What follows belongs to an exercise in optimizing a design on an open flow for small area; a production flow would make more cautious choices. At most, simulation tests tie the RTL to the original design; equivalence was not proved. The flow treats the clock pin as an ideal source, which a real chip does not have.

==> inputs of exp/onyx <==
// lock_by_sequence_detector_pro
module lock_by_sequence_detector_pro(clk, rst, BTN, code_8bit, digit_seg, digit_cath, R_N5_T5, G_R3_T6);
==> module lock_by_sequence_detector_pro, before the edit <==
module lock_by_sequence_detector_pro(clk, rst, BTN, code_8bit, digit_seg, digit_cath, R_N5_T5, G_R3_T6);
input clk;
input rst;
input BTN;
input [7:0] code_8bit;
output [7:0] digit_seg;
output [1:0] digit_cath;
output [1:0] R_N5_T5;
output [1:0] G_R3_T6;
reg b1, b2;
always @(posedge clk or posedge rst)
	if (rst) begin b1 <= 1'b0; b2 <= 1'b0; end
	else begin b1 <= BTN; b2 <= b1; end
wire key_edge = b1 & ~b2;
localparam [17:0] DP = 18'h2aaaa;
reg [17:0] d;
wire dclr = rst | key_edge;
wire dm = (d[16:0] == DP[16:0]);
wire dev = dm & ~d[17];
always @(posedge clk)
	if (dclr) d <= DP;
	else d <= {~d[16:0], ~(d[17] ^ d[10]) ^ dm};
reg ks, pls;
always @(posedge clk or posedge rst)
	if (rst) begin ks <= 1'b0; pls <= 1'b0; end
	else begin
		if (dev) ks <= BTN;
		pls <= dev & BTN & ~ks;
	end
reg [1:0] cnt;
wire cnt3 = cnt[1] & ~cnt[0];
always @(posedge clk or posedge rst)
	if (rst) cnt <= 2'b00;
	else if (cnt3 | pls) cnt <= {cnt[0], ~cnt[1]};
wire cnt0 = ~cnt[1] & ~cnt[0];
wire cnt1 = ~cnt[1] & cnt[0];
wire byte_ok = cnt1 ? (code_8bit == 8'h00) : (code_8bit == 8'hff);
reg ok;
always @(posedge clk)
	if (pls) ok <= (ok | cnt0) & byte_ok;
reg pend;
always @(posedge clk)
	pend <= cnt3;
wire correct = pend & ok;
wire wrong = pend & ~ok;
reg [1:0] choose;
reg self_lock;
always @(posedge clk or posedge rst)
	if (rst) begin choose <= 2'b00; self_lock <= 1'b0; end
	else begin
		if (pend) choose <= ok ? 2'b00 : {choose[0], ~choose[1]};
		if (choose[1] & ~choose[0]) self_lock <= 1'b1;
	end
localparam [24:0] TGATE = 25'h0242205;
localparam [24:0] TOFF  = 25'h0202205;
localparam [24:0] TINV  = TGATE & ~25'd1;
localparam [24:0] TT    = 25'h06ae67d;
reg goff, roff;
reg [24:0] tg, tr;
wire g_end = (tg == TT);
wire r_end = (tr == TT);
always @(posedge clk or posedge rst)
	if (rst) begin goff <= 1'b1; roff <= 1'b1; end
	else begin
		goff <= goff ? ~correct : g_end;
		roff <= roff ? ~wrong : r_end;
	end
wire [24:0] tg_on = {tg[23:0], tg[24] ^ tg[21]} ^ TINV;
wire [24:0] tr_on = {tr[23:0], tr[24] ^ tr[21]} ^ TINV;
always @(posedge clk) begin
	tg <= goff ? ((tg_on & ~TGATE) | TOFF) : tg_on;
	tr <= roff ? ((tr_on & ~TGATE) | TOFF) : tr_on;
end
assign R_N5_T5 = {2{~(self_lock | ~roff)}};
assign G_R3_T6 = {2{self_lock | goff}};
localparam [10:0] QP = 11'h2aa;
localparam [10:0] QR = 11'h54a;
reg [10:0] q;
wire qm = (q[9:0] == QP[9:0]);
always @(posedge clk)
	if (rst) q <= QR;
	else q <= {~q[9:0], q[10] ^ q[8] ^ qm};
reg sel;
always @(posedge clk or posedge rst)
	if (rst) sel <= 1'b0;
	else if (q[10] & qm) sel <= ~sel;
assign digit_cath = {sel, ~sel};
wire [3:0] digit = sel ? code_8bit[7:4] : code_8bit[3:0];
wire [3:0] dn = ~digit;
wire [15:0] mt;
assign mt[0] = dn[3] & dn[2] & dn[1] & dn[0];
assign mt[1] = dn[3] & dn[2] & dn[1] & digit[0];
assign mt[2] = dn[3] & dn[2] & digit[1] & dn[0];
assign mt[3] = dn[3] & dn[2] & digit[1] & digit[0];
assign mt[4] = dn[3] & digit[2] & dn[1] & dn[0];
assign mt[5] = dn[3] & digit[2] & dn[1] & digit[0];
assign mt[6] = dn[3] & digit[2] & digit[1] & dn[0];
assign mt[7] = dn[3] & digit[2] & digit[1] & digit[0];
assign mt[8] = digit[3] & dn[2] & dn[1] & dn[0];
assign mt[9] = digit[3] & dn[2] & dn[1] & digit[0];
assign mt[10] = digit[3] & dn[2] & digit[1] & dn[0];
assign mt[11] = digit[3] & dn[2] & digit[1] & digit[0];
assign mt[12] = digit[3] & digit[2] & dn[1] & dn[0];
assign mt[13] = digit[3] & digit[2] & dn[1] & digit[0];
assign mt[14] = digit[3] & digit[2] & digit[1] & dn[0];
assign mt[15] = digit[3] & digit[2] & digit[1] & digit[0];
wire seg_a = mt[0] | mt[2] | mt[3] | mt[5] | mt[6] | mt[7] | mt[8] | mt[9] | mt[10] | mt[12] | mt[14] | mt[15];
wire seg_b = mt[0] | mt[1] | mt[2] | mt[3] | mt[4] | mt[7] | mt[8] | mt[9] | mt[10] | mt[13];
wire seg_c = mt[0] | mt[1] | mt[3] | mt[4] | mt[5] | mt[6] | mt[7] | mt[8] | mt[9] | mt[10] | mt[11] | mt[13];
wire seg_d = mt[0] | mt[2] | mt[3] | mt[5] | mt[6] | mt[8] | mt[9] | mt[11] | mt[12] | mt[13] | mt[14];
wire seg_e = mt[0] | mt[2] | mt[6] | mt[8] | mt[10] | mt[11] | mt[12] | mt[13] | mt[14] | mt[15];
wire seg_f = mt[0] | mt[4] | mt[5] | mt[6] | mt[8] | mt[9] | mt[10] | mt[11] | mt[12] | mt[14] | mt[15];
wire seg_g = mt[2] | mt[3] | mt[4] | mt[5] | mt[6] | mt[8] | mt[9] | mt[10] | mt[11] | mt[13] | mt[14] | mt[15];
assign digit_seg = {seg_a, seg_b, seg_c, seg_d, seg_e, seg_f, seg_g, 1'b0};
endmodule
==> flow/config.mk <==
export PLATFORM = sky130hd
export DESIGN_NAME = lock_by_sequence_detector_pro
export DESIGN_NICKNAME = lock_by_sequence_detector_pro
export VERILOG_FILES = /design/flow/design.v
export SDC_FILE = /design/flow/constraint.sdc
export NUM_CORES = 4
export LEC_CHECK = 0
export CAP_MARGIN = 20
export CORE_MARGIN = 2
export CORE_UTILIZATION = 70
export CTS_BUF_LIST = sky130_fd_sc_hd__clkbuf_4
export SLEW_MARGIN = 20
==> flow/constraint.sdc <==
create_clock -name core_clock -period 10.0 [get_ports {clk}]
set_input_delay 2.0000 -clock core_clock [delete_from_list [all_inputs] [get_ports {clk}]]
set_output_delay 2.0000 -clock core_clock [all_outputs]
set_load 0.01 [all_outputs]
standard.sh (not shown) runs the stock make flow with config.mk's settings and CLKGATE_MAP_FILE= SYNTH_SCRIPT=/design/flow/synth_recipe.tcl, a recipe that flattens the netlist after the stock synthesis.
==> flow/flow/run.sh <==
#!/bin/bash
# The standard ORFS layout (the standard.sh), changed in two places:
# the port buffers use the smallest buffer, and clock tree synthesis
# inserts no dummy loads and uses smaller sink clusters.
set -o pipefail
export BUFFER_PORTS_ARGS="-buffer_cell sky130_fd_sc_hd__buf_1"
export CTS_ARGS="-sink_clustering_enable -repair_clock_nets -root_buf sky130_fd_sc_hd__clkbuf_8 -buf_list sky130_fd_sc_hd__clkbuf_4 -sink_clustering_size 8 -dont_use_dummy_load"
bash standard.sh > standard.log 2>&1
==> exp/juniper (differences from exp/onyx) <==
--- a/flow/design.v
+++ b/flow/design.v
@@ -56,10 +56,11 @@
 localparam [24:0] TOFF  = 25'h0202205;
 localparam [24:0] TINV  = TGATE & ~25'd1;
 localparam [24:0] TT    = 25'h06ae67d;
+localparam [24:0] TB    = 25'h1ffffd7;
 reg goff, roff;
 reg [24:0] tg, tr;
-wire g_end = (tg == TT);
-wire r_end = (tr == TT);
+wire g_end = ((tg & TB) == (TT & TB));
+wire r_end = ((tr & TB) == (TT & TB));
 always @(posedge clk or posedge rst)
 	if (rst) begin goff <= 1'b1; roff <= 1'b1; end
 	else begin
==> flow/flow/run.sh (replaced) <==
#!/bin/bash
# The standard ORFS layout (the standard.sh), changed in three places:
# the port buffers use the smallest buffer, clock tree synthesis uses
# clkbuf_4 and inserts no dummy loads, and after it the clock buffers with
# a large fanout are upsized (flow/post_cts.tcl).
set -o pipefail
export BUFFER_PORTS_ARGS="-buffer_cell sky130_fd_sc_hd__buf_1"
export CTS_ARGS="-sink_clustering_enable -repair_clock_nets -buf_list sky130_fd_sc_hd__clkbuf_4 -dont_use_dummy_load"
export POST_CTS_TCL="$PWD/flow/post_cts.tcl"
bash standard.sh > standard.log 2>&1
==> flow/flow/post_cts.tcl (new file) <==
# After clock tree synthesis: a clkbuf_4 that drives many flip-flops gives
# them a slow clock edge, so each clock buffer driving 12 or more pins is
# upsized to clkbuf_8, and the placement is legalised again.
set upsized 0
foreach inst [get_cells *] {
  if { [get_property $inst ref_name] ne "sky130_fd_sc_hd__clkbuf_4" } { continue }
  set name [get_full_name $inst]
  set net [get_nets -of_objects [get_pins $name/X]]
  set fanout [llength [get_pins -of_objects $net -filter "direction==input"]]
  if { $fanout >= 12 } {
    replace_cell $name sky130_fd_sc_hd__clkbuf_8
    incr upsized
    puts "post_cts: upsized $name (fanout $fanout)"
  }
}
puts "post_cts: upsized $upsized clock buffers"
if { $upsized > 0 } {
  detailed_placement
  check_placement -verbose
}
==> exp/garnet (differences from exp/onyx) <==
--- a/flow/design.v
+++ b/flow/design.v
@@ -52,10 +52,7 @@
 		if (pend) choose <= ok ? 2'b00 : {choose[0], ~choose[1]};
 		if (choose[1] & ~choose[0]) self_lock <= 1'b1;
 	end
-localparam [24:0] TGATE = 25'h0242205;
-localparam [24:0] TOFF  = 25'h0202205;
-localparam [24:0] TINV  = TGATE & ~25'd1;
-localparam [24:0] TT    = 25'h06ae67d;
+localparam [24:0] TT = 25'h14fd512;
 reg goff, roff;
 reg [24:0] tg, tr;
 wire g_end = (tg == TT);
@@ -66,11 +63,9 @@
 		goff <= goff ? ~correct : g_end;
 		roff <= roff ? ~wrong : r_end;
 	end
-wire [24:0] tg_on = {tg[23:0], tg[24] ^ tg[21]} ^ TINV;
-wire [24:0] tr_on = {tr[23:0], tr[24] ^ tr[21]} ^ TINV;
 always @(posedge clk) begin
-	tg <= goff ? ((tg_on & ~TGATE) | TOFF) : tg_on;
-	tr <= roff ? ((tr_on & ~TGATE) | TOFF) : tr_on;
+	tg <= goff ? 25'd0 : {~tg[23:0], ~(tg[24] ^ tg[21])};
+	tr <= roff ? 25'd0 : {~tr[23:0], ~(tr[24] ^ tr[21])};
 end
 assign R_N5_T5 = {2{~(self_lock | ~roff)}};
 assign G_R3_T6 = {2{self_lock | goff}};
==> flow/run.sh (new file) <==
#!/bin/bash
# synth_recipe.tcl (not shown) runs the flow's synth.tcl, then flattens the netlist and writes it again
# the make line also repeats each setting of config.mk as NAME=value (left out here)
make -C /OpenROAD-flow-scripts/flow DESIGN_CONFIG=/design/flow/config.mk WORK_HOME=/design/flow/orfs CLKGATE_MAP_FILE= SYNTH_SCRIPT=/design/flow/synth_recipe.tcl finish
CTS_BUF_LIST = sky130_fd_sc_hd__clkbuf_8   (was sky130_fd_sc_hd__clkbuf_4)
removed: flow/flow/run.sh
removed: flow/standard.sh
==> flow_summary.yaml <==
run_status:
  status: "complete, no violations"
power_and_ir_drop:
  p_leak_nw: 1.22
final_layout:
  fillCellCount: 268
  n_clock_buffer: 9
  final_cell_area_um2: 3110
  drive_above_1_share_pct: 7.94
clock_tree:
  htree_levels: 3
  cts_buffers: 9
die:
  std_cell_rows: 23
# the run above: exp/onyx

==> flow_summary.yaml <==
run_status:
  status: "complete, no violations"
final_layout:
  n_clock_buffer: 9
die:
  std_cell_rows: 23
power_and_ir_drop:
  p_leak_nw: 1.20
# the run above: exp/juniper

==> flow_summary.yaml <==
run_status:
  status: "complete, no violations"
clock_tree:
  cts_buffers: 9
  htree_levels: 3
die:
  std_cell_rows: 24
timing:
  worst_slew_pin_slew_ns: 0.583
power_and_ir_drop:
  clock_power_uw: 250
final_layout:
  n_clock_buffer: 12
  drive_above_1_share_pct: 7.86
  final_cell_area_um2: 3450
# the run above: exp/garnet

For exp/onyx, only the layout was checked, not whether the RTL still works.

==> afterwards: timing with drivers on the ports <==
In the flow no input, the clock included, has a driving cell. The finished layouts below were timed again as built, in two steps. Step 1, drivers: a clkbuf_16 drives clk and a buf_2 each remaining input, both assumed. Step 2 moves the port delays by t, midway between the first and last clock arrival at a register: inputs arrive t later, outputs are due t later. That takes back most of the time a late clock gives input paths. a / b / c = ideal ports / drivers / drivers and shift; a / b = the first two.
| run | t, ns | setup WS [ns] | worst hold slack (ns) | clock arrival spread, ns |
|---|---|---|---|---|
| exp/onyx | 0.369 | 4.512 / 4.483 / 4.483 | 0.341 / 0.341 / 0.341 | 0.022 / 0.022 |
| exp/juniper | 0.423 | 4.512 / 4.492 / 4.492 | 0.332 / 0.332 / 0.332 | 0.027 / 0.027 |
| exp/garnet | 0.364 | 4.021 / 3.996 / 3.996 | 0.371 / 0.371 / 0.371 | 0.009 / 0.009 |
After both steps every run listed still meets setup and hold. For exp/onyx, which loses most, drivers alone change the setup slack by -0.029 ns; drivers and shift together by -0.029 ns.
